This design comes from an exercise in tuning for small area and a short achievable clock period on the open sky130 flow, not from production work.
RTL that was checked went through simulation tests only; none was proved equivalent to the original.
For runs 3 to 7, only the layout was checked, not whether the RTL still works.

$ cat run.sh
#!/bin/bash
# synth_recipe.tcl (not shown) runs the flow's synth.tcl, then flattens the netlist and writes it again
# the make line also repeats each setting of config.mk as NAME=value (left out here)
make -C /OpenROAD-flow-scripts/flow DESIGN_CONFIG=/design/flow/config.mk WORK_HOME=/design/flow/orfs CLKGATE_MAP_FILE= SYNTH_SCRIPT=/design/flow/synth_recipe.tcl finish
$ cat config.mk
export PLATFORM = sky130hd
export DESIGN_NAME = top_fft
export DESIGN_NICKNAME = top_fft
export VERILOG_FILES = /design/flow/design.v
export SDC_FILE = /design/flow/constraint.sdc
export NUM_CORES = 4
export LEC_CHECK = 0
export CAP_MARGIN = 20
export CORE_MARGIN = 2
export CORE_UTILIZATION = 50
export CTS_CLUSTER_DIAMETER = 100
export CTS_CLUSTER_SIZE = 30
export PLACE_DENSITY = 0.7
export SETUP_SLACK_MARGIN = 4.2
export SLEW_MARGIN = 20
$ cat constraint.sdc
create_clock -name core_clock -period 7.0 [get_ports {clk}]
set_input_delay 1.4000 -clock core_clock [delete_from_list [all_inputs] [get_ports {clk}]]
set_output_delay 1.4000 -clock core_clock [all_outputs]
set_load 0.01 [all_outputs]
$ cat design.v
module top_fft(
    input clk,
    input reset_p,
    input [23:0] fft_input,
    output reg [23:0] fft_output
);
    reg [3:0] cnt;
    reg       f1, f2;    
    wire [3:0] nc = reset_p ? 4'b1111 : cnt + 4'd1;    
    always @(posedge clk) begin
        cnt <= nc;
        if (reset_p) begin
            f1  <= 1'b1;
            f2  <= 1'b1;
        end else begin
            if (cnt == 4'd14) f1 <= 1'b0;
            if (cnt == 4'd1 && !f1) f2 <= 1'b0;
        end
    end
    reg [3:0] v4, v3, v2;
    always @(posedge clk) begin
        v4 <= nc + 4'd4;
        v3 <= v4;
        v2 <= v3;
    end
    wire [3:0] ncm1 = nc - 4'd1;
    wire [3:0] nc1  = nc + 4'd1;
    wire [2:0] k1_p = v4[3] ? 3'd0 : v4[2:0];           
    wire [2:0] k1_x = v3[3] ? 3'd0 : v3[2:0];           
    wire [2:0] k1_m = v2[3] ? 3'd0 : v2[2:0];           
    wire [2:0] k2_p = v2[2] ? 3'd0 : {v2[1:0], 1'b0};    
    wire [2:0] k2_m = nc[2]  ? 3'd0 : {nc[1:0], 1'b0};       
    wire [5:0]  c1p_n, c1x_n, c2p_n, u1, u2, u3;
    wire [42:0] c1m_n, u4, u5;
    wire [32:0] c2m_n, u6;
    twiddle_w_value  w1p(.k(k1_p), .p1(c1p_n), .p2(u4));
    twiddle_w_value  w1x(.k(k1_x), .p1(c1x_n), .p2(u5));
    twiddle_w_value  w1m(.k(k1_m), .p1(u1),    .p2(c1m_n));
    twiddle_w_value2 w2p(.k(k2_p), .p1(c2p_n), .p2(u6));
    twiddle_w_value2 w2m(.k(k2_m), .p1(u2),    .p2(c2m_n));
    reg sel1, sel2, sel3, sel4, rot3;
    reg [5:0]  c1p, c2p;
    reg [1:0]  c1x;
    reg [42:0] c1m;
    reg [32:0] c2m;
    always @(posedge clk) begin
        sel1 <= nc[3];
        sel2 <= ~ncm1[2];
        sel3 <= nc[1];
        sel4 <= nc[0];
        rot3 <= nc1[1] & nc1[0];
        c1p <= c1p_n;
        c1x <= c1x_n[1:0];
        c2p <= c2p_n;
        c1m <= c1m_n;
        c2m <= c2m_n;
    end
    reg  [23:0] s1_in;
    reg  [23:0] s1_dl [0:4];
    reg  [25:0] s1_d5;
    reg  [51:0] s1_d6;
    reg  [97:0] s1_d7;
    wire [23:0] s1_a = {s1_d7[97:86], s1_d7[48:37]};
    wire [23:0] s1_b0, s1_b1;
    wire [25:0] s1_p;
    wire [97:0] s1_m;
    wire [11:0] s1_yr, s1_yi;
    Butterfly bf1(.fft_input_A(s1_a), .fft_input_B(s1_in), .fft_output_0(s1_b0), .fft_output_1(s1_b1));
    twiddle_prep #(.QOUT(0)) tp1(.x(s1_dl[4]), .p1(c1p), .t(s1_p));
    twiddle_factor tw1(.t(s1_d6), .p2(c1m), .y(s1_m));
    twiddle_add ta1r(.a(s1_d7[97:86]), .s(s1_d7[85:68]), .c(s1_d7[67:50]), .cin(s1_d7[49]), .y(s1_yr));
    twiddle_add ta1i(.a(s1_d7[48:37]), .s(s1_d7[36:19]), .c(s1_d7[18:1]),  .cin(s1_d7[0]),  .y(s1_yi));
    wire [12:0] s1_tr = s1_d5[25:13], s1_ti = s1_d5[12:0];
    integer i;
    always @(posedge clk) begin
        s1_in <= fft_input;
        s1_dl[0] <= sel1 ? s1_b1 : s1_in;
        for (i = 1; i < 5; i = i + 1) s1_dl[i] <= s1_dl[i-1];
        s1_d5 <= s1_p;
        s1_d6 <= {s1_ti ^ {13{c1x[0]}}, s1_tr ^ {13{c1x[1]}}, s1_tr, s1_ti};
        s1_d7 <= s1_m;
    end
    reg  [23:0] s2_in;
    reg  [23:0] s2_d0, s2_d1;
    reg  [25:0] s2_d2;
    reg  [73:0] s2_d3;
    wire [23:0] s2_a = {s2_d3[73:62], s2_d3[36:25]};
    wire [23:0] s2_b0, s2_b1;
    wire [25:0] s2_p;
    wire [73:0] s2_m;
    wire [11:0] s2_yr, s2_yi;
    Butterfly bf2(.fft_input_A(s2_a), .fft_input_B(s2_in), .fft_output_0(s2_b0), .fft_output_1(s2_b1));
    twiddle_prep #(.QOUT(0)) tp2(.x(s2_d1), .p1(c2p), .t(s2_p));
    twiddle_factor2 tw2(.t(s2_d2), .p2(c2m), .y(s2_m));
    twiddle_add2 ta2r(.s(s2_d3[73:56]), .c(s2_d3[55:38]), .cin(s2_d3[37]), .y(s2_yr));
    twiddle_add2 ta2i(.s(s2_d3[36:19]), .c(s2_d3[18:1]),  .cin(s2_d3[0]),  .y(s2_yi));
    always @(posedge clk) begin
        s2_in <= sel1 ? s1_b0 : {s1_yr, s1_yi};
        s2_d0 <= sel2 ? s2_in : s2_b1;
        s2_d1 <= s2_d0;
        s2_d2 <= s2_p;
        s2_d3 <= s2_m;
    end
    reg  [23:0] s3_in;
    reg  [23:0] s3_d0, s3_d1;
    wire [23:0] s3_b0, s3_b1;
    Butterfly bf3(.fft_input_A(s3_d1), .fft_input_B(s3_in), .fft_output_0(s3_b0), .fft_output_1(s3_b1));
    wire [11:0] s3_neg_r = -s3_d0[23:12];
    always @(posedge clk) begin
        s3_in <= sel2 ? {s2_yr, s2_yi} : s2_b0;
        s3_d0 <= sel3 ? s3_in : s3_b1;
        s3_d1 <= rot3 ? {s3_d0[11:0], s3_neg_r} : s3_d0;
    end
    reg  [23:0] s4_in;
    reg  [23:0] s4_dl;
    wire [23:0] s4_b0, s4_b1;
    Butterfly bf4(.fft_input_A(s4_dl), .fft_input_B(s4_in), .fft_output_0(s4_b0), .fft_output_1(s4_b1));
    always @(posedge clk) begin
        s4_in <= sel3 ? s3_d1 : s3_b0;
        s4_dl <= sel4 ? s4_in : s4_b1;
        fft_output <= (reset_p | f2) ? 24'd0 : (sel4 ? s4_dl : s4_b0);
    end
endmodule
module Butterfly(
    input [23:0] fft_input_A,
    input [23:0] fft_input_B,
    output [23:0] fft_output_0,
    output [23:0] fft_output_1
);
    bf_addsub re(.a(fft_input_A[23:12]), .b(fft_input_B[23:12]), .s(fft_output_0[23:12]), .d(fft_output_1[23:12]));
    bf_addsub im(.a(fft_input_A[11:0]),  .b(fft_input_B[11:0]),  .s(fft_output_0[11:0]),  .d(fft_output_1[11:0]));
endmodule
module bf_addsub(
    input  [11:0] a,
    input  [11:0] b,
    output [11:0] s,
    output [11:0] d
);
    wire [12:0] ae = {a[11], a};
    wire [12:0] be = {b[11], b};
    wire [12:0] p  = ae ^ be;
    wire [12:0] gs = ae & be;
    wire [12:0] gd = ae & ~be;
    wire [12:0] cs, cd;    
    bf_prefix ps(.g(gs), .p(p),  .cin(1'b0), .c(cs));
    bf_prefix pd(.g(gd), .p(~p), .cin(1'b1), .c(cd));
    wire [12:0] sum  = p ^ cs;
    wire [12:0] diff = ~p ^ cd;
    assign s = sum[12:1];
    assign d = diff[12:1];
endmodule
module bf_prefix(
    input  [12:0] g,
    input  [12:0] p,
    input  cin,
    output [12:0] c
);
    wire [12:0] g0 = {g[12:1], g[0] | (p[0] & cin)};
    wire [12:0] g1, p1, g2, p2, g3, p3, g4;
    genvar i;
    generate for (i = 0; i < 13; i = i + 1) begin : l
        if (i >= 1) begin
            assign g1[i] = g0[i] | (p[i] & g0[i-1]);
            assign p1[i] = p[i] & p[i-1];
        end else begin
            assign g1[i] = g0[i];
            assign p1[i] = p[i];
        end
        if (i >= 2) begin
            assign g2[i] = g1[i] | (p1[i] & g1[i-2]);
            assign p2[i] = p1[i] & p1[i-2];
        end else begin
            assign g2[i] = g1[i];
            assign p2[i] = p1[i];
        end
        if (i >= 4) begin
            assign g3[i] = g2[i] | (p2[i] & g2[i-4]);
            assign p3[i] = p2[i] & p2[i-4];
        end else begin
            assign g3[i] = g2[i];
            assign p3[i] = p2[i];
        end
        if (i >= 8) assign g4[i] = g3[i] | (p3[i] & g3[i-8]);
        else        assign g4[i] = g3[i];
    end endgenerate
    assign c = {g4[11:0], cin};
endmodule
module twiddle_factor(
    input  [51:0] t,
    input  [42:0] p2,
    output [97:0] y
);
    wire [12:0] qr = t[51:39], qi = t[38:26], tr = t[25:13], ti = t[12:0];
    wire en = p2[42], en2 = p2[41], en13 = p2[40];
    twiddle_csa re(.t(tr), .q(qr), .en(en), .en2(en2), .en13(en13), .inv(p2[39]),
                   .ke(p2[38:30]), .kf(p2[29:20]), .y(y[97:49]));
    twiddle_csa im(.t(ti), .q(qi), .en(en), .en2(en2), .en13(en13), .inv(p2[19]),
                   .ke(p2[18:10]), .kf(p2[9:0]), .y(y[48:0]));
endmodule
module twiddle_csa(
    input  [12:0] t,
    input  [12:0] q,
    input  en, en2, en13, inv,
    input  [8:0] ke,
    input  [9:0] kf,
    output [48:0] y
);
    wire [21:0] tp = {{9{t[12]}}, t};
    wire [21:0] tn = ~tp;
    wire [21:0] qp = {{9{q[12]}}, q};
    wire [21:0] qn = ~qp;
    wire [21:0] z = 22'd0;
    wire [11:0] a = t[11:0] + {11'd0, inv};
    wire [21:0] rB = en ? (tn << 6) : z;
    wire [21:0] rC = en ? (en2 ? (tn << 8) : (tn << 4)) : z;
    wire [21:0] rD = en ? (en2 ? (tp << 4) : (tp << 1)) : z;
    wire [21:0] rE = (en2 ? (tp << 2) : z) | (en13 ? (qp << 9) : z) | {13'd0, ke};
    wire [21:0] rF = (en13 ? (qn << 7) : z) | {12'd0, kf};
    wire [21:0] rG = en13 ? (qp << 3) : z;
    wire [21:0] s1 = rB ^ rC ^ rD, c1 = ((rB & rC) | (rB & rD) | (rC & rD)) << 1;
    wire [21:0] s2 = rE ^ rF ^ rG, c2 = ((rE & rF) | (rE & rG) | (rF & rG)) << 1;
    wire [21:0] s3 = s1 ^ c1 ^ s2, c3 = ((s1 & c1) | (s1 & s2) | (c1 & s2)) << 1;
    wire [21:0] s4 = s3 ^ c3 ^ c2, c4 = ((s3 & c3) | (s3 & c2) | (c3 & c2)) << 1;
    wire [4:0] lo = {1'b0, s4[3:0]} + {1'b0, c4[3:0]};
    assign y = {a, s4[21:4], c4[21:4], lo[4]};
endmodule
module twiddle_factor2(
    input  [25:0] t,
    input  [32:0] p2,
    output [73:0] y
);
    wire [12:0] tr = t[25:13], ti = t[12:0];
    twiddle_csa2 re(.t(tr), .en(p2[32]), .ka(p2[31:22]), .kb(p2[21:16]), .y(y[73:37]));
    twiddle_csa2 im(.t(ti), .en(p2[32]), .ka(p2[15:6]),  .kb(p2[5:0]),   .y(y[36:0]));
endmodule
module twiddle_csa2(
    input  [12:0] t,
    input  en,
    input  [9:0] ka,
    input  [5:0] kb,
    output [36:0] y
);
    wire [21:0] tp = {{9{t[12]}}, t};
    wire [21:0] tn = ~tp;
    wire [21:0] z = 22'd0;
    wire [21:0] rA = {t[11:0], ka};
    wire [21:0] rB = (en ? (tn << 6) : z) | {16'd0, kb};
    wire [21:0] rC = en ? (tn << 8) : z;
    wire [21:0] rD = en ? (tp << 4) : z;
    wire [21:0] rE = en ? (tp << 2) : z;
    wire [21:0] s1 = rA ^ rB ^ rC, c1 = ((rA & rB) | (rA & rC) | (rB & rC)) << 1;
    wire [21:0] s2 = s1 ^ c1 ^ rD, c2 = ((s1 & c1) | (s1 & rD) | (c1 & rD)) << 1;
    wire [21:0] s3 = s2 ^ c2 ^ rE, c3 = ((s2 & c2) | (s2 & rE) | (c2 & rE)) << 1;
    wire [4:0] lo = {1'b0, s3[3:0]} + {1'b0, c3[3:0]};
    assign y = {s3[21:4], c3[21:4], lo[4]};
endmodule
module twiddle_add(
    input  [11:0] a,
    input  [17:0] s,
    input  [17:0] c,
    input  cin,
    output [11:0] y
);
    wire [17:0] a6 = {a, 6'd0};
    wire [17:0] s2 = a6 ^ s ^ c;
    wire [17:0] c2 = (a6 & s) | (a6 & c) | (s & c);
    wire [17:0] r  = s2 + {c2[16:0], cin};
    assign y = r[17:6];
endmodule
module twiddle_add2(
    input  [17:0] s,
    input  [17:0] c,
    input  cin,
    output [11:0] y
);
    wire [17:0] r = s + c + {17'd0, cin};
    assign y = r[17:6];
endmodule
module twiddle_w_value(
    input  [2:0] k,
    output reg [5:0]  p1,     
    output reg [42:0] p2      
);
    always @(*) begin
        case (k)
            3'd0: begin p1 = {2'd0, 4'b0000}; p2 = {3'b000, 1'b0, 9'd0,   10'd0,   1'b0, 9'd0,   10'd0};   end
            3'd1: begin p1 = {2'd0, 4'b0010}; p2 = {3'b101, 1'b0, 9'd208, 10'd0,   1'b0, 9'd511, 10'd89};  end
            3'd2: begin p1 = {2'd1, 4'b0000}; p2 = {3'b110, 1'b0, 9'd0,   10'd320, 1'b0, 9'd0,   10'd320}; end
            3'd3: begin p1 = {2'd2, 4'b0101}; p2 = {3'b101, 1'b0, 9'd208, 10'd0,   1'b1, 9'd130, 10'd0};   end
            3'd4: begin p1 = {2'd2, 4'b0100}; p2 = {3'b000, 1'b0, 9'd0,   10'd0,   1'b1, 9'd0,   10'd0};   end
            3'd5: begin p1 = {2'd2, 4'b0110}; p2 = {3'b101, 1'b0, 9'd511, 10'd89,  1'b1, 9'd511, 10'd11};  end
            3'd6: begin p1 = {2'd3, 4'b0100}; p2 = {3'b110, 1'b0, 9'd0,   10'd320, 1'b1, 9'd0,   10'd20};  end
            default: begin p1 = {2'd0, 4'b1101}; p2 = {3'b101, 1'b1, 9'd130, 10'd0, 1'b1, 9'd511, 10'd11}; end
        endcase
    end
endmodule
module twiddle_w_value2(
    input  [2:0] k,
    output reg [5:0]  p1,     
    output reg [32:0] p2      
);
    always @(*) begin
        case (k[2:1])
            2'd0: begin p1 = {2'd0, 4'b0000}; p2 = {1'b0, 10'd0,   6'd0, 10'd0,    6'd0};  end
            2'd1: begin p1 = {2'd1, 4'b0000}; p2 = {1'b1, 10'd320, 6'd0, 10'd320,  6'd0};  end
            2'd2: begin p1 = {2'd2, 4'b0100}; p2 = {1'b0, 10'd0,   6'd0, 10'd1023, 6'd1};  end
            default: begin p1 = {2'd3, 4'b0100}; p2 = {1'b1, 10'd320, 6'd0, 10'd1023, 6'd21}; end
        endcase
    end
endmodule
module twiddle_prep #(parameter QOUT = 1) (
    input  [23:0] x,
    input  [5:0]  p1,
    output [QOUT*26+25:0] t
);
    wire [12:0] xr = {x[23], x[23:12]};
    wire [12:0] xi = {x[11], x[11:0]};
    wire [1:0] ps = p1[5:4];
    wire ir = p1[3], ii = p1[2], m1 = p1[1], m3 = p1[0];
    wire n3 = (ps == 2'd3), n1 = (ps == 2'd1);
    wire [12:0] ar = ((ps == 2'd2) ? 13'd0 : (xr ^ {13{n3}})) ^ {13{ir}};
    wire [12:0] br = ((ps == 2'd0) ? 13'd0 : xi) ^ {13{ir}};
    wire [12:0] ai = ((ps == 2'd2) ? 13'd0 : xi) ^ {13{ii}};
    wire [12:0] bi = ((ps == 2'd0) ? 13'd0 : (xr ^ {13{n1}})) ^ {13{ii}};
    wire cr = n3 ^ ir, ci = n1 ^ ii;
    wire [13:0] sr = {ar, cr} + {br, cr};
    wire [13:0] si = {ai, ci} + {bi, ci};
    wire [12:0] tr = sr[13:1];
    wire [12:0] ti = si[13:1];
    generate if (QOUT) begin : g_q
        wire [12:0] qr = ti ^ {13{m3}};
        wire [12:0] qi = tr ^ {13{m1}};
        assign t = {qr, qi, tr, ti};
    end else begin : g_noq
        assign t = {tr, ti};
    end endgenerate
endmodule
==> results of run 1 <==
-- final timing paths --
check	start	endpoint
setup / recovery	c1p[5]	s1_d5[11]
hold / removal	s1_dl[3][2]	s1_dl[4][2]
setup reg to reg	c1p[5]	s1_d5[11]
hold reg to reg	s1_dl[3][2]	s1_dl[4][2]
-- cell usage in the layout, fill, tap and decap left out, types with 20 or more instances in the layout --
cell	instances
a211oi_1	24
a21o_1	33
a21oi_1	220
a21oi_2	20
and2_1	39
buf_4	32
clkbuf_16	31
clkdlybuf4s50_1	25
dfxtp_1	652
dlygate4sd2_1	24
fa_1	233
ha_1	352
inv_1	412
mux2_2	27
mux2i_1	58
nand2_1	281
nand2b_1	93
nand3_1	45
nor2_1	246
nor2b_1	87
nor3_1	81
o21a_1	37
o21ai_0	163
o21ai_1	26
o21bai_1	45
o31ai_1	29
xnor2_1	224
xor2_1	110
-- worst max-delay path, cell delays in order (launching register included) --
cell and delay, ps:
dfxtp_2 350, buf_12 150, nand2b_1 190, xnor2_2 160, inv_1 80, fa_2 400, nor2b_1 120, o21ai_1 100
a21boi_1 220, o21ai_1 130, nand2_1 100, a21oi_1 90, or4b_1 480, nand4_1 100
-- what timing repair did --
item,4_1_cts,5_1_grt
buffers inserted,15,14
pin swaps,6,30
endpoints found under the setup margin,164,70
gates resized for setup,96,82
cloned,2,1
-- through the flow --
stage,hold WS [ps]
floorplan,310
detailed placement,312
global route,333
global placement,310
CTS,328
finish,326
-- state kept, by name, indices dropped and copies added (netlist names), 26 cells and up --
register and flops:
s1_d5 26, s1_d6 52, s1_d7 98, s1_dl 120, s2_d2 26, s2_d3 71
-- metal layers --
layer | vias up | routed length [um] | global-route usage (%)
li1 | 13300 | - | -
met1 | 12700 | 41300 | 31.3
met2 | 476 | 38400 | 35.1
met3 | 88 | 3220 | 2.05
met4 | 0 | 1750 | 4.35
met5 | - | 0 | 0
-- cell families after synthesis --
family                   count (synthesis)  synth area share [%]
AND/OR/NAND/NOR                        998                  12.6
AO/OA/AOI/OAI                          781                  13.0
flip-flops                             677                  35.1
adder cells (fa/ha/maj)                593                  23.8
buffers and inverters                  561                  5.50
XOR/XNOR                               337                  7.65
multiplexers                            88                  2.37
-- cell type report --
class                   instances  area, um2  share of cell area, %
clock inverters                15        262                  0.626
inverters                     414       1560                   3.74
flip-flops and latches        677      13600                   32.6
clock buffers                  34        797                   1.91
diodes                          1       2.50                0.00599
well taps                    1030       1290                   3.09
repair buffers                 95        937                   2.25
multi-input cells            2797      23300                   55.8
==> metrics.csv, run 1 <==
metric,value,unit
outcome,"complete, no violations",
antenna_found_initial,2,
syn_area,38600,um2
synthCells,4035,
worst_slack,4270,ps
ant_nets,0,
post-route-drc-count,0,
cts.clk_slew.worst_paths,110,ps
place_area,39900,um2
critPathMaxFanout,13,
vias,26500,
final_util,54.8,%
drv_slew,0,
path_class,register to register,
crit_arrival,3320,ps
grt_overflow,0,
hold_path.class,register to register,
portBuffers,49,
ys_types,85,
synth.most_common_cell,dfxtp_1,
core,76200,um2
num-fill-cells,6718,
design_area,41700,um2
fin_skew,26.7,ps
grt_pass1_vias,26200,
drt-pass1-iter-count,7,
synth_area_leaders,"dfxtp_1 (35%), fa_1 (12%), ha_1 (12%)",
first_iter_violations,1739,
cts_buffers,31,
drive_above_1_share,6.52,%
max_slew_margin,29.0,%
synth_common_cells,"dfxtp_1 (677), inv_1 (413), ha_1 (357)",
start_util,50.6,%
wl_per_cell,16.7,um
maxClockFrequency,366,MHz
finalHoldViolations,0,
grt_pass1_wl,138000,um
htreeDepth,1,
cp-end-kind,register,
grt_max_degree,89,
design.die.area,79400,um2
track_usage,21.6,%
cts_max_path_buffers,3,
dp_hpwl,65500,um
num_io_pins,50,
rsz0062_at_grt,yes,
drt_wl_total,84700,um
setup_tns,0,ps
period_share,39.1,%
placementRows,101,
rrSetupSlack,4270,ps
synth_warnings,5,
via_per_inst,5.24,
stdcell_count,5063,
die_w,282,um
syn_avg_cell_area,9.56,um2
synth_top_area_cell,dfxtp_1,
fp.dieH,282,um
start_kind,register,
cap_violations,0,
dp.cells,4981,
min_period,2730,ps
worst_pin_slew,1060,ps
layout.nets,4635,
synth_seq_cells,677,
cts-root-buf,clkbuf_16,
synth-seq-area-share,35.1,%
cts_hold_buf,0,
r2r_cells,13,
cp.required,7590,ps
area_delta_synth_final,8.21,%
synthFlopType,dfxtp_1,
async_flop_share,0,%
place_ws,3260,ps
synth_edf_count,0,
cts_tree,done,
yosysTopAreaCellShare,35.1,%
synth_fp_nets,4654,
hold_depth,0,
setup_viol,0,
insertion_delay,650,ps
numClockSinks,677,
place_congestion,0.879,
==> run 2, diff against run 1 <==
--- a/config.mk
+++ b/config.mk
@@ -7,9 +7,8 @@
 export LEC_CHECK = 0
 export CAP_MARGIN = 20
 export CORE_MARGIN = 2
-export CORE_UTILIZATION = 50
+export CORE_UTILIZATION = 40
 export CTS_CLUSTER_DIAMETER = 100
 export CTS_CLUSTER_SIZE = 30
-export PLACE_DENSITY = 0.7
 export SETUP_SLACK_MARGIN = 4.2
 export SLEW_MARGIN = 20
==> run 2 against run 1 <==
  * Via count down 1.6%
  * Cell area up 1.0%
  * Sequential cell count unchanged
  * Critical endpoint unchanged
  * Critical path depth unchanged
  * Clock-buffer cell count up 3
  * Worst setup slack worse by 6.6 ps
==> metrics.csv, run 2 <==
metric,value,unit
num_io_pins,50,
post-route-drc-count,0,
finalHoldViolations,0,
start_util,40.5,%
cpMostUsedCell,o21ai_1,
holdWs,327,ps
portBuffers,49,
vias,26100,
rsz0062_at_grt,yes,
layout.nets,4638,
drt-pass1-iter-count,5,
grt_pass1_vias,26000,
cap_violations,0,
wl_per_cell,16.6,um
synth_top_area_cell,dfxtp_1,
cts_max_path_buffers,3,
cp-end-kind,register,
grt_max_degree,93,
max_slew_margin,31.2,%
routed.top_layer,met5,
cts_tree,done,
place_congestion,0.847,
die_w,315,um
synthCells,4035,
first_iter_violations,1578,
setup_viol,0,
period_share,39.1,%
top_regs,"s1_dl x120, s1_d7 x98, s2_d3 x71",
track_usage,17.9,%
final_cell_mix,"dfxtp_1 (649), inv_1 (412), ha_1 (353)",
synthFlopType,dfxtp_1,
synth_edf_count,0,
synth_seq_cells,677,
synth_warnings,5,
drive_above_1_share,7.03,%
placementRows,113,
synthSimpleGateAreaFrac,12.6,%
yosysTopAreaCellShare,35.1,%
setup_tns,0,ps
regMostFlops,s1_dl,
met3_length,3520,um
syn_area,38600,um2
async_flop_share,0,%
m1WireLength,43800,um
critPathBufInv,2,
final_common_cell,dfxtp_1,
synth_top_family_by_area,adder cells,
cts_buffers,34,
start_kind,register,
ys_types,85,
synth_fa_ha_area_share,23.8,%
core,95300,um2
stdcell_count,5305,
synth_area_leaders,"dfxtp_1 (35%), fa_1 (12%), ha_1 (12%)",
antenna_found_initial,5,
grt_pass1_wl,141000,um
cts-root-buf,clkbuf_16,
design.die.area,98900,um2
numClockSinks,677,
critPathMaxFanout,10,
synth.most_common_cell,dfxtp_1,
fp.dieH,315,um
largest_reg_flops,120,
dp_hpwl,69400,um
cp_slowest_cell,or4b_1,
synthMuxAreaShare,2.37,%
dp.cells,5217,
fin_skew,42.8,ps
cp.required,7550,ps
drt_wl_total,88000,um
cts.clk_slew.worst_paths,110,ps
drv_slew,0,
critPathMaxStageDelay,500,ps
maxClockFrequency,365,MHz
htreeDepth,2,
crit_arrival,3290,ps
outcome,"complete, no violations",
min_period,2740,ps
synth-seq-area-share,35.1,%
synth-compound-area-share,13.0,%
path_class,register to register,
synth_common_cells,"dfxtp_1 (677), inv_1 (413), ha_1 (357)",
insertion_delay,610,ps
synth_fp_nets,4654,
wl_met2,38700,um
worst_pin_slew,1030,ps
cts_hold_buf,0,
hold_path.class,register to register,
grt_overflow,0,
crit_path_cell_trace,buf_12 -> mux2i_4 -> xnor2_2 -> inv_1 -> fa_2 -> nor2b_1 -> o21ai_1 -> a21boi_1 -> o21ai_1 -> nand2_1 -> a21oi_1 -> or4b_1 -> nand4_1,
area_delta_synth_final,9.32,%
synth_xor_area_share,7.65,%
ant_nets,0,
syn_avg_cell_area,9.56,um2
crit_family,simple AND/OR/NAND/NOR gates,
via_per_inst,4.92,
[run 2: worst reg2reg max path: stages (launching register included)]
cell and delay (ps):
dfxtp_4 410, buf_12 140, mux2i_4 240, xnor2_2 140
inv_1 80, fa_2 360, nor2b_1 130, o21ai_1 80
a21boi_1 200, o21ai_1 120, nand2_1 110, a21oi_1 90
or4b_1 500, nand4_1 90
[run 2: metal layers]
| metal | global-route usage (%) | up-vias |
|---|---|---|
| met5 | 0 | - |
| li1 | - | 13300 |
| met4 | 4.38 | 2 |
| met1 | 25.6 | 12300 |
| met3 | 2.73 | 84 |
| met2 | 28.3 | 390 |
[run 2: through the flow]
step	area, um2	util, %	setup WS (ps)
after global routing	42200	44.3	4100
after CTS	41800	43.8	4120
after global placement	40200	42.2	3400
final	42200	44.3	4260
after floorplan	38600	-	4210
after detailed placement	40200	42.2	3290
[run 2: area by class of cell]
cell class,instances,area (um2)
antenna,1,2.50
clock buffer,37,883
clock inverter,19,262
fill,9172,53100
inverter,414,1560
multi-input combinational,2797,23300
sequential,677,13600
tap,1265,1580
timing repair buffer,95,951
[run 2: what timing repair did]
item / in CTS / in global routing
cloned: 2 / 2
setup endpoints to repair: 157 / 85
gates resized for setup: 101 / 85
pin swaps: 8 / 32
buffers inserted: 14 / 13
endpoints found under the hold margin: 0 / 0
[run 2: logic make-up (layout without fill, tap and decap cells)]
| family | count (synthesis) | after routing |
|---|---|---|
| xor gates and xnor gates | 337 | 337 |
| other | 0 | 1 |
| muxes | 88 | 88 |
| buffers and inverters | 561 | 565 |
| and+or+nand+nor | 998 | 998 |
| adders and majority gates | 593 | 593 |
| AOI/OAI and AO/OA | 781 | 781 |
| DFF | 677 | 677 |
[run 2: worst paths after layout]
kind / start / endpoint / slack [ps] / cells after the start
max: c1p[5] / s1_d5[11] / 4260 / 13
min: s1_dl[0][3] / s1_dl[1][3] / 330 / 0
max reg2reg: c1p[5] / s1_d5[11] / 4260 / 13
min reg2reg: s1_dl[0][3] / s1_dl[1][3] / 330 / 0
==> run 3, diff against run 2 <==
--- a/design.v
+++ b/design.v
@@ -156,34 +156,24 @@
     output [12:0] c
 );
     wire [12:0] g0 = {g[12:1], g[0] | (p[0] & cin)};
-    wire [12:0] g1, p1, g2, p2, g3, p3, g4;
-    genvar i;
-    generate for (i = 0; i < 13; i = i + 1) begin : l
-        if (i >= 1) begin
-            assign g1[i] = g0[i] | (p[i] & g0[i-1]);
-            assign p1[i] = p[i] & p[i-1];
-        end else begin
-            assign g1[i] = g0[i];
-            assign p1[i] = p[i];
+    wire [12:0] gl [0:4];
+    wire [12:0] pl [0:4];
+    assign gl[0] = g0;
+    assign pl[0] = p;
+    genvar l, i;
+    generate for (l = 0; l < 4; l = l + 1) begin : lv
+        for (i = 0; i < 13; i = i + 1) begin : b
+            if ((i >> l) & 1) begin
+                localparam integer j = ((i >> l) << l) - 1;
+                assign gl[l+1][i] = gl[l][i] | (pl[l][i] & gl[l][j]);
+                assign pl[l+1][i] = pl[l][i] & pl[l][j];
+            end else begin
+                assign gl[l+1][i] = gl[l][i];
+                assign pl[l+1][i] = pl[l][i];
+            end
         end
-        if (i >= 2) begin
-            assign g2[i] = g1[i] | (p1[i] & g1[i-2]);
-            assign p2[i] = p1[i] & p1[i-2];
-        end else begin
-            assign g2[i] = g1[i];
-            assign p2[i] = p1[i];
-        end
-        if (i >= 4) begin
-            assign g3[i] = g2[i] | (p2[i] & g2[i-4]);
-            assign p3[i] = p2[i] & p2[i-4];
-        end else begin
-            assign g3[i] = g2[i];
-            assign p3[i] = p2[i];
-        end
-        if (i >= 8) assign g4[i] = g3[i] | (p3[i] & g3[i-8]);
-        else        assign g4[i] = g3[i];
     end endgenerate
-    assign c = {g4[11:0], cin};
+    assign c = {gl[4][11:0], cin};
 endmodule
 module twiddle_factor(
     input  [51:0] t,
==> run 3 against run 2 <==
  * Still clean on timing, DRC and antenna
  * Sequential cell count unchanged
  * Synthesized cell count decreased by 9.9%
  * Non-clock buffer count increased by 32
  * Clock-buffer cell count decreased by 6
  * Clock skew decreased by 13 ps
  * Largest cell class unchanged
==> metrics.csv, run 3 <==
metric,value,unit
synth_seq_cells,677,
cts-root-buf,clkbuf_16,
grt_pass1_wl,130000,um
htreeDepth,1,
dp_hpwl,63500,um
drt_wl_total,82100,um
worst_pin_slew,1080,ps
async_flop_share,0,%
synth_edf_count,0,
yosysTopAreaCellShare,36.5,%
grt_overflow,0,
rsz0062_at_grt,yes,
cp_slowest_cell,fa_1,
fin_skew,29.9,ps
ant_nets,0,
core,91800,um2
hold_depth,0,
m1WireLength,40300,um
top_regs,"s1_dl x120, s1_d7 x98, s2_d3 x71",
drv_slew,0,
cp.required,7530,ps
r2r_cells,11,
finalHoldViolations,0,
final_cell_mix,"dfxtp_1 (639), inv_1 (374), ha_1 (333)",
placementRows,111,
fp.dieH,309,um
outcome,"complete, no violations",
period_share,43.1,%
syn_area,37100,um2
max_slew_margin,28.0,%
stdcell_count,4931,
post-route-drc-count,0,
track_usage,17.3,%
dp.cells,4813,
min_period,3020,ps
design.die.area,95200,um2
cts_max_path_buffers,3,
synthCells,3636,
first_iter_violations,1184,
setup_viol,0,
numClockSinks,677,
place_congestion,0.845,
syn_avg_cell_area,10.2,um2
drt-pass1-iter-count,5,
insertion_delay,650,ps
final_util,45.0,%
cts.clk_slew.worst_paths,110,ps
area_delta_synth_final,11.3,%
regMostFlops,s1_dl,
cap_violations,0,
cts_buffers,31,
grt_max_degree,81,
cp-end-kind,register,
wl_met2,36700,um
synth-seq-area-share,36.5,%
synth_area_leaders,"dfxtp_1 (37%), fa_1 (15%), ha_1 (11%)",
cts_tree,done,
maxClockFrequency,331,MHz
start_util,40.4,%
critPathMaxFanout,3,
via_per_inst,4.76,
synth.most_common_cell,dfxtp_1,
layout.nets,4323,
ys_types,69,
largest_reg_flops,120,
crit_path_cell_trace,fa_1 -> ha_4 -> o21a_1 -> nor2_1 -> a311oi_4 -> a31oi_4 -> o21ai_4 -> a31oi_4 -> o21bai_4 -> nor4_1 -> or4_1,
synthFlopType,dfxtp_1,
routed.top_layer,met5,
synth_common_cells,"dfxtp_1 (677), inv_1 (375), ha_1 (341)",
critPathMaxStageDelay,510,ps
drive_above_1_share,10.3,%
final_common_cell,dfxtp_1,
crit_arrival,3550,ps
synth_fp_nets,4287,
grt_pass1_vias,23500,
antenna_found_initial,4,
setup_tns,0,ps
path_class,register to register,
wl_per_cell,16.6,um
cpMostUsedCell,a31oi_4,
num_io_pins,50,
vias,23500,
start_kind,register,
die_w,309,um
met3_length,3500,um
synth_warnings,6,
portBuffers,49,
hold_path.class,register to register,
synth_top_area_cell,dfxtp_1,
==> run 3: worst paths after layout <==
path,start,end,slack (ps)
worst max-delay path,s1_d7[25],s2_in[11],3980
worst min-delay path,s2_d0[23],s2_d1[23],330
worst max register to register,s1_d7[25],s2_in[11],3980
worst min register to register,s2_d0[23],s2_d1[23],330
==> run 3: area by class of cell <==
class                   count  area, um2
inverters                 376       1420
repair buffers            127       1160
clock inverters            16        240
multi-input cells        2459      22500
flip-flops and latches    677      13600
fillers                  8647      50500
diodes                      2       5.00
clock buffers              31        776
well taps                1243       1560
==> run 3: routing by layer <==
metal / up-vias / global-route usage [%]
li1: 11900 / -
met1: 11200 / 24.8
met2: 336 / 27.8
met3: 71 / 2.36
met4: 2 / 3.48
met5: - / 0
==> run 3: worst max-delay path: cells and delay by family, from the launching register on <==
| family | cells | cell delay (ps) |
|---|---|---|
| AOI/OAI and AO/OA | 6 | 1100 |
| and+or+nand+nor | 3 | 640 |
| DFF | 1 | 340 |
| adders and majority gates | 2 | 830 |
==> run 3: repair_timing <==
action | in CTS | in global routing
buffers inserted | 30 | 35
resized for setup | 110 | 146
cloned | 1 | 3
endpoints found under the setup margin | 161 | 125
hold buffers | 0 | 0
pin swaps | 23 | 73
==> run 3: cell families after synthesis <==
family | Yosys count | synth area share [%]
simple gates | 791 | 10.2
flops | 677 | 36.5
fa+ha+maj | 625 | 26.8
compound gates | 595 | 10.3
buf+inv | 501 | 5.07
xor+xnor | 334 | 7.88
mux | 113 | 3.24
==> run 3: stage by stage <==
step / instance area, um2 / hold WS (ps) / setup WS (ps)
4_1_cts: 40300 / 331 / 3920
3_5_place_dp: 38800 / 312 / 3190
6_report: 41300 / 326 / 3980
3_3_place_gp: 38800 / 310 / 3270
5_1_grt: 41300 / 336 / 3870
2_1_floorplan: 37200 / 310 / 4110
==> run 4, diff against run 3 <==
--- a/config.mk
+++ b/config.mk
@@ -10,5 +10,5 @@
 export CORE_UTILIZATION = 40
 export CTS_CLUSTER_DIAMETER = 100
 export CTS_CLUSTER_SIZE = 30
-export SETUP_SLACK_MARGIN = 4.2
+export SETUP_SLACK_MARGIN = 4.3
 export SLEW_MARGIN = 20
==> run 4 against run 3 <==
  * Still clean
  * First-iteration DRC count increased by 9.2%
  * Register-to-register slack hardly changed
  * Cell count up 1.3%
  * Sequential share of layout area is 0.70 points lower
  * Worst setup slack improved by 9.6 ps
  * Global-route usage rose by 0.059 points
  * Critical endpoint unchanged
==> metrics.csv, run 4 <==
metric,value,unit
outcome,"complete, no violations",
synthFlopType,dfxtp_1,
finalHoldViolations,0,
cts-root-buf,clkbuf_16,
drt-pass1-iter-count,5,
n_antenna_cell,0,
synthCells,3636,
syn_avg_cell_area,10.2,um2
yosysTopAreaCellShare,36.5,%
final_common_cell,dfxtp_1,
synth_area_leaders,"dfxtp_1 (37%), fa_1 (15%), ha_1 (11%)",
cts.clk_slew.worst_paths,100,ps
cts_hold_buf,0,
grt_max_degree,81,
reg2reg_from,s1_d7[7],
synth.most_common_cell,dfxtp_1,
drive_above_1_share,13.7,%
final_cell_mix,"dfxtp_1 (624), inv_1 (372), ha_1 (333)",
ant_nets,0,
design_area,42300,um2
regMostFlops,s1_dl,
cpMostUsedCell,a31oi_4,
critPathMaxStageDelay,530,ps
design.die.area,95200,um2
setup_viol,0,
cap_violations,0,
stdcell_count,4995,
synth_seq_cells,677,
period_share,43.0,%
layout.nets,4386,
min-delay-start,s2_d0[6],
synth_edf_count,0,
core,91800,um2
num_io_pins,50,
grt_overflow,0,
hold_path.class,register to register,
min_period,3010,ps
timing.critical_path.from,s1_d7[7],
path_class,register to register,
final_util,46.1,%
fin_skew,34.2,ps
dp_hpwl,63200,um
grt_pass1_wl,131000,um
cp_slowest_cell,or4_1,
async_flop_share,0,%
antenna_found_initial,1,
drv_slew,0,
place_area,38800,um2
start_util,40.4,%
ys_types,69,
synth_warnings,6,
fp.dieH,309,um
placementRows,111,
place_congestion,0.872,
critPathBufInv,0,
track_usage,17.3,%
crit_family,compound AO/OA/AOI/OAI gates,
cp.required,7520,ps
dp.cells,4815,
rsz0062_at_grt,yes,
post-route-drc-count,0,
drt_wl_total,82600,um
setup_tns,0,ps
via_per_inst,4.75,
cp-end-kind,register,
cts_max_path_buffers,3,
portBuffers,49,
wl_per_cell,16.5,um
syn_area,37100,um2
insertion_delay,640,ps
critPathMaxFanout,3,
grt_pass1_vias,23800,
cts_buffers,31,
numClockSinks,677,
regArea,13700,um2
worst_pin_slew,978,ps
synth_top_area_cell,dfxtp_1,
die_w,309,um
first_iter_violations,1293,
vias,23700,
max_slew_margin,34.7,%
synth_fp_nets,4287,
htreeDepth,1,
top_regs,"s1_dl x120, s1_d7 x98, s2_d3 x71",
synth_common_cells,"dfxtp_1 (677), inv_1 (375), ha_1 (341)",
multi_input_area,22900,um2
largest_reg_flops,120,
crit_path_cell_trace,fa_1 -> ha_4 -> o21a_1 -> nor2_2 -> a311oi_4 -> a31oi_4 -> o21ai_4 -> a31oi_4 -> o21bai_4 -> nor4_2 -> or4_1,
crit_arrival,3530,ps
area_delta_synth_final,14.0,%
synth-seq-area-share,36.5,%
start_kind,register,
maxClockFrequency,332,MHz
rrSetupSlack,3990,ps
cts_tree,done,
num-fill-cells,8572,
[run 4: area by class of cell]
type,count,area share [%]
sequential,677,32.3
clock inverter,17,0.589
clock buffer,33,1.90
multi-input combinational,2461,54.1
tap,1243,3.68
timing repair buffer,188,4.14
inverter,376,3.35
[run 4: final timing paths]
| kind | endpoint | depth (start not counted) |
|---|---|---|
| max | s2_in[11] | 11 |
| min | s2_d1[6] | 0 |
| max reg2reg | s2_in[11] | 11 |
| min reg2reg | s2_d1[6] | 0 |
[run 4: cell families (layout without fill, tap and decap cells)]
group | after synthesis | count (layout) | synth area share (%)
and+or+nand+nor | 791 | 794 | 10.2
DFF | 677 | 677 | 36.5
adders and majority gates | 625 | 625 | 26.8
AOI/OAI and AO/OA | 595 | 595 | 10.3
buffers and inverters | 501 | 614 | 5.07
xor gates and xnor gates | 334 | 334 | 7.88
muxes | 113 | 113 | 3.24
[run 4: metrics by stage]
| stage | setup WS (ps) | hold slack (ps) |
|---|---|---|
| after floorplan | 4110 | 310 |
| after detailed placement | 3390 | 312 |
| after global placement | 3390 | 310 |
| final | 3990 | 324 |
| after CTS | 3910 | 325 |
| after global routing | 3860 | 337 |
[run 4: per-layer routing]
metal / GRT usage [%] / share of wire (%)
met1: 25.0 / 49
met2: 27.9 / 45
met3: 1.75 / 3.5
met4: 4.19 / 2.6
met5: 0 / 0
[run 4: worst reg2reg max path, delay by kind of cell (launching register included)]
family | cells | cell delay [ps]
adder cells (fa/ha/maj) | 2 | 830
flip-flops | 1 | 330
AO/OA/AOI/OAI | 6 | 1080
AND/OR/NAND/NOR | 3 | 640
[run 4: what timing repair did]
action / in CTS / in global routing
endpoints found under the setup margin: 216 / 145
buffers inserted: 60 / 64
cloned: 3 / 3
resized for setup: 196 / 169
pin swaps: 46 / 111
==> run 5, diff against run 4 <==
--- a/config.mk
+++ b/config.mk
@@ -7,8 +7,9 @@
 export LEC_CHECK = 0
 export CAP_MARGIN = 20
 export CORE_MARGIN = 2
-export CORE_UTILIZATION = 40
+export CORE_UTILIZATION = 50
 export CTS_CLUSTER_DIAMETER = 100
 export CTS_CLUSTER_SIZE = 30
-export SETUP_SLACK_MARGIN = 4.3
+export PLACE_DENSITY = 0.7
+export SETUP_SLACK_MARGIN = 4.35
 export SLEW_MARGIN = 20
==> run 5 against run 4 <==
  * Routed wire length up 1.4%
  * Hold slack improved by 3.9 ps
  * Via count up 2.9%
  * Sequential cell count unchanged
  * Maximum frequency is 1.5% lower
  * Register-to-register slack worse by 50 ps
  * Clock-buffer cell count fell by 1
  * Worst setup slack got worse by 46 ps
  * Global-route usage rose by 3.8 points
  * Highest routed layer unchanged
==> metrics.csv, run 5 <==
metric,value,unit
outcome,"complete, no violations",
start_kind,register,
cts_tree,done,
start_util,50.7,%
synthFlopType,dfxtp_1,
ant_nets,0,
whs_endpoint,s2_d1[8],
synth_edf_count,0,
hold_depth,0,
syn_avg_cell_area,10.2,um2
finalHoldViolations,0,
htreeDepth,1,
cap_violations,0,
min_period,3050,ps
fin_skew,23.9,ps
post-route-drc-count,0,
grtUsageMet3,2.62,%
synthCells,3636,
grt_use_met2,34.1,%
ys_types,69,
n_antenna_cell,0,
grt-busiest-layer,met2,
synth_warnings,6,
cp.required,7500,ps
area_delta_synth_final,13.7,%
worst_pin_slew,830,ps
top_regs,"s1_dl x120, s1_d7 x98, s2_d3 x71",
final_cell_mix,"dfxtp_1 (620), inv_1 (366), ha_1 (331)",
cts-root-buf,clkbuf_16,
antenna_found_initial,2,
synth_top_area_cell,dfxtp_1,
grt_overflow,0,
synth_common_cells,"dfxtp_1 (677), inv_1 (375), ha_1 (341)",
async_flop_share,0,%
grt_pass1_wl,130000,um
num-fill-cells,6086,
reg2reg_from,s1_d7[7],
drt_wl_total,83800,um
worst_slack,3950,ps
design.die.area,76400,um2
layout.nets,4402,
setup_tns,0,ps
num_io_pins,50,
critPathMaxFanout,3,
drt-pass1-iter-count,5,
numClockSinks,677,
r2r_cells,12,
insertion_delay,640,ps
period_share,43.6,%
drive_above_1_share,15.3,%
place_congestion,0.892,
crit_arrival,3550,ps
first_iter_violations,1699,
placementRows,99,
grt_pass1_vias,24300,
drv_slew,0,
track_usage,21.1,%
place_ws,3240,ps
setup_viol,0,
max_slew_margin,44.7,%
min-delay-start,s2_d0[8],
path_class,register to register,
cts.clk_slew.worst_paths,110,ps
fp.dieH,276,um
use_met1,30.1,%
grt_max_degree,82,
via_per_inst,5.17,
hold_path.class,register to register,
yosysTopAreaCellShare,36.5,%
syn_area,37100,um2
maxClockFrequency,327,MHz
synth_seq_cells,677,
final_common_cell,dfxtp_1,
die_w,276,um
regMostFlops,s1_dl,
rrSetupSlack,3950,ps
synth_area_leaders,"dfxtp_1 (37%), fa_1 (15%), ha_1 (11%)",
core,73200,um2
synth-seq-area-share,36.5,%
synth_fp_nets,4287,
portBuffers,49,
wl_per_cell,17.7,um
cp-end-kind,register,
vias,24400,
r2r-end,s2_in[11],
cts_buffers,30,
synth.most_common_cell,dfxtp_1,
largest_reg_flops,120,
cts_max_path_buffers,3,
dp_hpwl,61100,um
rsz0062_at_grt,yes,
==> run 5: kinds of logic after synthesis <==
group           count (synthesis)  synth area share, %
compound gates                595                 10.3
xor+xnor                      334                 7.88
fa+ha+maj                     625                 26.8
buf+inv                       501                 5.07
flops                         677                 36.5
mux                           113                 3.24
simple gates                  791                 10.2
==> run 5: through the flow <==
step	hold WS, ps	util (%)	cell area, um2	std cells
global route	334	57.6	42200	4722
global placement	310	52.6	38500	4530
detailed placement	312	52.6	38500	4530
finish	327	57.6	42200	4722
floorplan	310	-	37200	3636
CTS	330	55.6	40700	4657
==> run 5: what timing repair did <==
item | in CTS | in global routing
setup buffers | 81 | 59
pin swaps | 82 | 140
gates resized for setup | 225 | 241
hold endpoints to repair | 0 | 0
hold buffers | 0 | 0
cloned | 2 | 6
endpoints found under the setup margin | 212 | 152
==> run 5: critical path, stage by stage, from the launching register on <==
cell and delay, ps:
dfxtp_2 330, fa_1 580, ha_4 230, a21oi_4 120, o21a_1 170, a311oi_4 50
buf_6 140, a31oi_4 210, o21ai_4 90, a31oi_4 200, o21bai_4 80, and4_1 200
or4_4 530
==> run 5: layout make-up <==
cell class / instances / area (um2) / area share [%]
multi-input cells: 2460 / 23000 / 54.6
flip-flops and latches: 677 / 13700 / 32.4
repair buffers: 205 / 1920 / 4.56
inverters: 376 / 1420 / 3.36
well taps: 959 / 1200 / 2.84
clock buffers: 32 / 779 / 1.85
clock inverters: 12 / 163 / 0.385
repair inverters: 1 / 5.00 / 0.0119
==> run 5: how the worst max path moves through the flow <==
stage	from	to	slack [ps]	cells past startpoint
6_report	s1_d7[7]	s2_in[11]	3950	12
5_1_grt	s1_d7[7]	s2_in[11]	3850	12
4_1_cts	s1_d7[7]	s2_in[11]	3920	12
3_5_place_dp	c2p[2]	s2_d2[10]	3240	14
3_3_place_gp	c2p[2]	s2_d2[10]	3320	14
2_1_floorplan	s1_d7[25]	s2_in[11]	4110	11
==> run 5: layer usage <==
metal  routed length [um]  vias to the layer above
met5                    0                        -
met1                39400                    11800
li1                     -                    12000
met3                 4090                      108
met4                 2110                        0
met2                38200                      493
==> run 6, diff against run 5 <==
--- a/config.mk
+++ b/config.mk
@@ -11,5 +11,5 @@
 export CTS_CLUSTER_DIAMETER = 100
 export CTS_CLUSTER_SIZE = 30
 export PLACE_DENSITY = 0.7
-export SETUP_SLACK_MARGIN = 4.35
+export SETUP_SLACK_MARGIN = 4.2
 export SLEW_MARGIN = 20
==> run 6 against run 5 <==
  * Maximum frequency about the same
  * Synthesized cell count unchanged
  * Sequential cell count unchanged
  * Cell count down 1.1%
  * Critical path type unchanged
  * Critical endpoint unchanged
==> metrics.csv, run 6 <==
metric,value,unit
critPathMaxFanout,3,
n_antenna_cell,0,
fin_skew,30.9,ps
final_cell_mix,"dfxtp_1 (644), inv_1 (374), ha_1 (338)",
syn_avg_cell_area,10.2,um2
start_util,50.7,%
finalHoldViolations,0,
regMostFlops,s1_dl,
synthCells,3636,
synth_top_family_by_area,adder cells,
final_common_cell,dfxtp_1,
stdcell_count,4670,
cts_hold_buf,0,
top_regs,"s1_dl x120, s1_d7 x98, s2_d3 x71",
synth-seq-area-share,36.5,%
cp-end-kind,register,
cp.required,7510,ps
path_class,register to register,
regArea,13600,um2
synth_area_leaders,"dfxtp_1 (37%), fa_1 (15%), ha_1 (11%)",
yosysTopAreaCellShare,36.5,%
fp.dieH,276,um
synth_edf_count,0,
place_area,38500,um2
antenna_found_initial,0,
syn_area,37100,um2
cap_violations,0,
setup_viol,0,
worst_slack,3950,ps
synthMuxAreaShare,3.24,%
cts_tree,done,
numClockSinks,677,
synth_fa_ha_area_share,26.8,%
design_area,41100,um2
design.die.area,76400,um2
drt-pass1-iter-count,7,
track_usage,20.7,%
outcome,"complete, no violations",
multi_input_area,22500,um2
worst_pin_slew,1020,ps
rsz0062_at_grt,yes,
die_w,276,um
vias,23900,
final_util,56.1,%
drv_slew,0,
synth_warnings,6,
synth_common_cells,"dfxtp_1 (677), inv_1 (375), ha_1 (341)",
min_period,3050,ps
via_per_inst,5.12,
cts-root-buf,clkbuf_16,
synth_fp_nets,4287,
layout.nets,4349,
start_kind,register,
synth_top_area_cell,dfxtp_1,
cts_max_path_buffers,3,
synth.most_common_cell,dfxtp_1,
htreeDepth,1,
core,73200,um2
insertion_delay,630,ps
grt_max_degree,81,
place_ws,3250,ps
portBuffers,49,
synthSimpleGateAreaFrac,10.2,%
hold_path.class,register to register,
synthFlopType,dfxtp_1,
place_congestion,0.909,
crit_arrival,3560,ps
largest_reg_flops,120,
grt_pass1_wl,127000,um
drt_wl_total,79700,um
holdWs,329,ps
area_delta_synth_final,10.6,%
ant_nets,0,
wl_per_cell,17.1,um
num-fill-cells,6214,
dp.cells,4530,
setup_tns,0,ps
dp_hpwl,60600,um
synth_seq_cells,677,
maxClockFrequency,327,MHz
grt_overflow,0,
drive_above_1_share,10.6,%
async_flop_share,0,%
max_slew_margin,31.9,%
ys_types,69,
cts_buffers,30,
synth_xor_area_share,7.88,%
grt_pass1_vias,23900,
first_iter_violations,1420,
cts.clk_slew.worst_paths,110,ps
num_io_pins,50,
period_share,43.6,%
placementRows,99,
post-route-drc-count,0,
synth-compound-area-share,10.3,%
==> run 6: changes by cell type in the layout (fill, tap and decap cells not counted), sizes merged <==
cell,delta
clkbuf,-9
dlygate4sd2,+18
clkinvlp,-4
buf,-47
or2,-1
clkdlybuf4s15,-14
bufinv,+1
nand2b,+1
inv,+3
==> run 6: cell families after synthesis <==
family | after synthesis
adders and majority gates | 625
muxes | 113
and+or+nand+nor | 791
DFF | 677
AOI/OAI and AO/OA | 595
xor gates and xnor gates | 334
buffers and inverters | 501
==> run 6: final cells by class <==
type / instances / share of cell area, %
inverter: 376 / 3.45
tap: 959 / 2.92
timing repair buffer: 153 / 3.34
clock buffer: 32 / 1.92
multi-input combinational: 2460 / 54.7
sequential: 677 / 33.2
clock inverter: 13 / 0.433
==> run 6: critical path: stages, from the launching register on <==
cell and delay, ps:
dfxtp_2 340, fa_1 530, ha_4 320, o21a_1 120
nor2_1 60, a311oi_4 370, a31oi_4 150, o21ai_4 180
a31oi_4 120, o21bai_4 140, nor4_1 60, or4_1 540
==> run 6: repair_timing <==
item,4_1_cts,5_1_grt
gates resized for setup,127,134
pin swaps,30,91
gates cloned,2,1
endpoints found under the setup margin,162,103
buffers inserted,44,48
==> run 6: final timing paths <==
kind	start	cells after the start	slack, ps	to
min reg2reg	s1_dl[1][7]	0	330	s1_dl[2][7]
max	s1_d7[7]	11	3950	s2_in[11]
min	s1_dl[1][7]	0	330	s1_dl[2][7]
max reg2reg	s1_d7[7]	11	3950	s2_in[11]
==> run 6: metal layers <==
layer | up-vias | part of all wire (%) | global-route usage (%)
met5 | - | 0 | 0
met2 | 456 | 44 | 32.7
met4 | 0 | 3.9 | 7.22
met3 | 133 | 4.0 | 2.25
li1 | 11900 | - | -
met1 | 11400 | 48 | 29.4
==> run 7, diff against run 6 <==
--- a/design.v
+++ b/design.v
@@ -163,17 +163,22 @@
     genvar l, i;
     generate for (l = 0; l < 4; l = l + 1) begin : lv
         for (i = 0; i < 13; i = i + 1) begin : b
-            if ((i >> l) & 1) begin
-                localparam integer j = ((i >> l) << l) - 1;
-                assign gl[l+1][i] = gl[l][i] | (pl[l][i] & gl[l][j]);
-                assign pl[l+1][i] = pl[l][i] & pl[l][j];
+            localparam integer d = (l == 0) ? 1 : (1 << l);
+            if ((i % 2 == 1) && (i >= d + (l == 0 ? 0 : 1))) begin
+                assign gl[l+1][i] = gl[l][i] | (pl[l][i] & gl[l][i-d]);
+                assign pl[l+1][i] = pl[l][i] & pl[l][i-d];
             end else begin
                 assign gl[l+1][i] = gl[l][i];
                 assign pl[l+1][i] = pl[l][i];
             end
         end
     end endgenerate
-    assign c = {gl[4][11:0], cin};
+    wire [12:0] gf;
+    generate for (i = 0; i < 13; i = i + 1) begin : f
+        if (i % 2 == 0 && i >= 2) assign gf[i] = g0[i] | (p[i] & gl[4][i-1]);
+        else                      assign gf[i] = gl[4][i];
+    end endgenerate
+    assign c = {gf[11:0], cin};
 endmodule
 module twiddle_factor(
     input  [51:0] t,
--- a/config.mk
+++ b/config.mk
@@ -7,9 +7,8 @@
 export LEC_CHECK = 0
 export CAP_MARGIN = 20
 export CORE_MARGIN = 2
-export CORE_UTILIZATION = 50
+export CORE_UTILIZATION = 40
 export CTS_CLUSTER_DIAMETER = 100
 export CTS_CLUSTER_SIZE = 30
-export PLACE_DENSITY = 0.7
 export SETUP_SLACK_MARGIN = 4.2
 export SLEW_MARGIN = 20
==> run 7 against run 6 <==
  * Still clean on timing, DRC and antenna
  * Cell count increased by 7.1%
  * Critical path depth unchanged
  * Clock skew increased by 20 ps
  * Worst setup slack improved by 290 ps
  * Via count increased by 0.94%
  * Critical endpoint is now s1_d5[24]
==> metrics.csv, run 7 <==
metric,value,unit
outcome,"complete, no violations",
fin_skew,50.6,ps
drv_slew,0,
via_per_inst,4.83,
track_usage,16.9,%
place_congestion,0.851,
setup_tns,0,ps
synth_common_cells,"dfxtp_1 (677), inv_1 (384), ha_1 (341)",
cts-root-buf,clkbuf_16,
yosysTopAreaCellShare,35.7,%
rsz0062_at_grt,yes,
multi_input_area,23100,um2
synth_fp_nets,4384,
core,93600,um2
period_share,39.5,%
max_slew_margin,27.1,%
die_w,312,um
crit_family,compound AO/OA/AOI/OAI gates,
final_util,44.8,%
htreeDepth,2,
design_area,42000,um2
synth_edf_count,0,
grt_pass1_vias,24000,
place_area,39600,um2
r2r_cells,11,
grt_max_degree,74,
cts_max_path_buffers,3,
worst_slack,4230,ps
num_io_pins,50,
hold_depth,0,
portBuffers,49,
stdcell_count,5002,
syn_avg_cell_area,10.2,um2
cts_tree,done,
start_util,40.5,%
insertion_delay,610,ps
drt_wl_total,82500,um
final_common_cell,dfxtp_1,
start_kind,register,
regMostFlops,s1_dl,
design.die.area,97300,um2
synth_area_leaders,"dfxtp_1 (36%), fa_1 (17%), ha_1 (11%)",
antenna_found_initial,1,
regArea,13700,um2
synth_seq_cells,677,
grt_overflow,0,
numClockSinks,677,
post-route-drc-count,0,
cp_num_cells,11,
critPathMaxFanout,7,
crit_arrival,3280,ps
cp-end-kind,register,
top_regs,"s1_dl x120, s1_d7 x98, s2_d3 x71",
area_delta_synth_final,10.6,%
cts.clk_slew.worst_paths,110,ps
synthFlopType,dfxtp_1,
ant_nets,0,
cts_buffers,35,
cp_slowest_cell,o41ai_2,
critPathMaxStageDelay,400,ps
largest_reg_flops,120,
worst_pin_slew,1090,ps
synth_warnings,6,
dp_hpwl,63700,um
min_period,2770,ps
hold_path.class,register to register,
cts_hold_buf,0,
synth-seq-area-share,35.7,%
final_cell_mix,"dfxtp_1 (625), inv_1 (382), ha_1 (332)",
place_ws,3100,ps
async_flop_share,0,%
cp.required,7510,ps
grt_pass1_wl,131000,um
finalHoldViolations,0,
dp.cells,4899,
placementRows,112,
num-fill-cells,8991,
layout.nets,4409,
crit_path_cell_trace,or2_4 -> nand2_2 -> xnor2_2 -> fa_2 -> a21o_1 -> a21oi_2 -> nor2b_2 -> o41ai_2 -> o21ai_1 -> o41a_1 -> xor2_1,
drt-pass1-iter-count,5,
synth.most_common_cell,dfxtp_1,
drive_above_1_share,10.2,%
cap_violations,0,
setup_viol,0,
fp.dieH,312,um
critPathBufInv,0,
holdWs,320,ps
syn_area,37900,um2
first_iter_violations,1383,
vias,24100,
ys_types,82,
maxClockFrequency,361,MHz
path_class,register to register,
synthCells,3701,
wl_per_cell,16.5,um
synth_top_area_cell,dfxtp_1,
==> run 7: cell count changes after synthesis, moves of 9 or more <==
cell / change
o21a_1: +14
a21boi_0: +9
fa_1: +32
inv_1: +9
xnor2_1: -24
nor2_1: +18
clkbuf_1: -13
mux2i_1: +10
xor2_1: -11
a31oi_1: -9
nor3_1: +19
nor4b_1: +11
a21o_1: -32
nand3_1: -14
==> run 7: timing repair <==
item / CTS / global route
gates cloned: 0 / 1
pin swaps: 11 / 60
hold endpoints to repair: 0 / 0
endpoints found under the setup margin: 186 / 127
gates resized for setup: 111 / 157
buffers inserted: 14 / 28
==> run 7: cell families (layout without fill, tap and decap cells) <==
group	after synthesis	after routing	share of synthesized area (%)
fa+ha+maj	657	657	27.9
simple gates	851	851	11.0
flops	677	677	35.7
other cells	0	1	0
compound gates	590	590	9.94
mux	126	126	3.53
buf+inv	501	547	4.99
xor+xnor	299	299	6.91
==> run 7: cell type report <==
class                   count  area share [%]
repair buffers            105            2.35
well taps                1254            3.74
inverters                 384            3.44
flip-flops and latches    677            32.6
diodes                      1         0.00597
multi-input cells        2523            55.0
clock buffers              37            2.16
clock inverters            21           0.704
==> run 7: final timing paths <==
kind | start | endpoint | slack (ps)
worst min register to register | s2_d0[21] | s2_d1[21] | 320
worst min-delay path | s2_d0[21] | s2_d1[21] | 320
worst max-delay path | c1p[5] | s1_d5[24] | 4230
worst max register to register | c1p[5] | s1_d5[24] | 4230
==> run 7: routing by layer <==
| layer | wire [um] | GRT usage (%) | vias to the layer above |
|---|---|---|---|
| met5 | 0 | 0 | - |
| met4 | 1590 | 3.28 | 0 |
| met3 | 2640 | 1.68 | 79 |
| met2 | 37300 | 27.4 | 340 |
| met1 | 41000 | 24.6 | 11600 |
| li1 | - | - | 12100 |

==> re-timing with driven ports <==
How much do the figures lean on ideal ports? The routed layouts below were timed once more, with nothing changed but the port constraints.
Step 1 (the two cells are an assumption about what drives the block):
set clk [get_ports {clk}]
set_driving_cell -lib_cell sky130_fd_sc_hd__clkbuf_16 $clk
set_driving_cell -lib_cell sky130_fd_sc_hd__buf_2 [delete_from_list [all_inputs] $clk]
Step 2 times the ports against the registers' clock, not the clock port: input delays grow and output delays shrink by t, the midpoint of the rising clock arrivals with the driver on.
Slacks: ideal ports / drivers / drivers and shift; pairs: ideal ports / drivers.
| run | t (ns) | setup slack, ns | hold slack, ns |
|---|---|---|---|
| run 1 | 0.698 | 4.266 / 4.212 / 3.816 | 0.326 / 0.326 / 0.326 |
| run 2 | 0.643 | 4.260 / 4.260 / 3.922 | 0.327 / 0.327 / 0.327 |
| run 3 | 0.697 | 3.983 / 3.983 / 3.798 | 0.326 / 0.326 / 0.326 |
| run 4 | 0.692 | 3.992 / 3.992 / 3.895 | 0.324 / 0.324 / 0.324 |
| run 5 | 0.688 | 3.946 / 3.946 / 3.766 | 0.327 / 0.327 / 0.327 |
| run 6 | 0.680 | 3.946 / 3.946 / 3.751 | 0.329 / 0.329 / 0.329 |
| run 7 | 0.650 | 4.232 / 4.232 / 3.880 | 0.320 / 0.320 / 0.320 |
After both steps setup and hold are still met in every run listed. The setup slack of run 1, which loses most, moves by -0.054 ns with the drivers and by -0.450 ns with both steps.
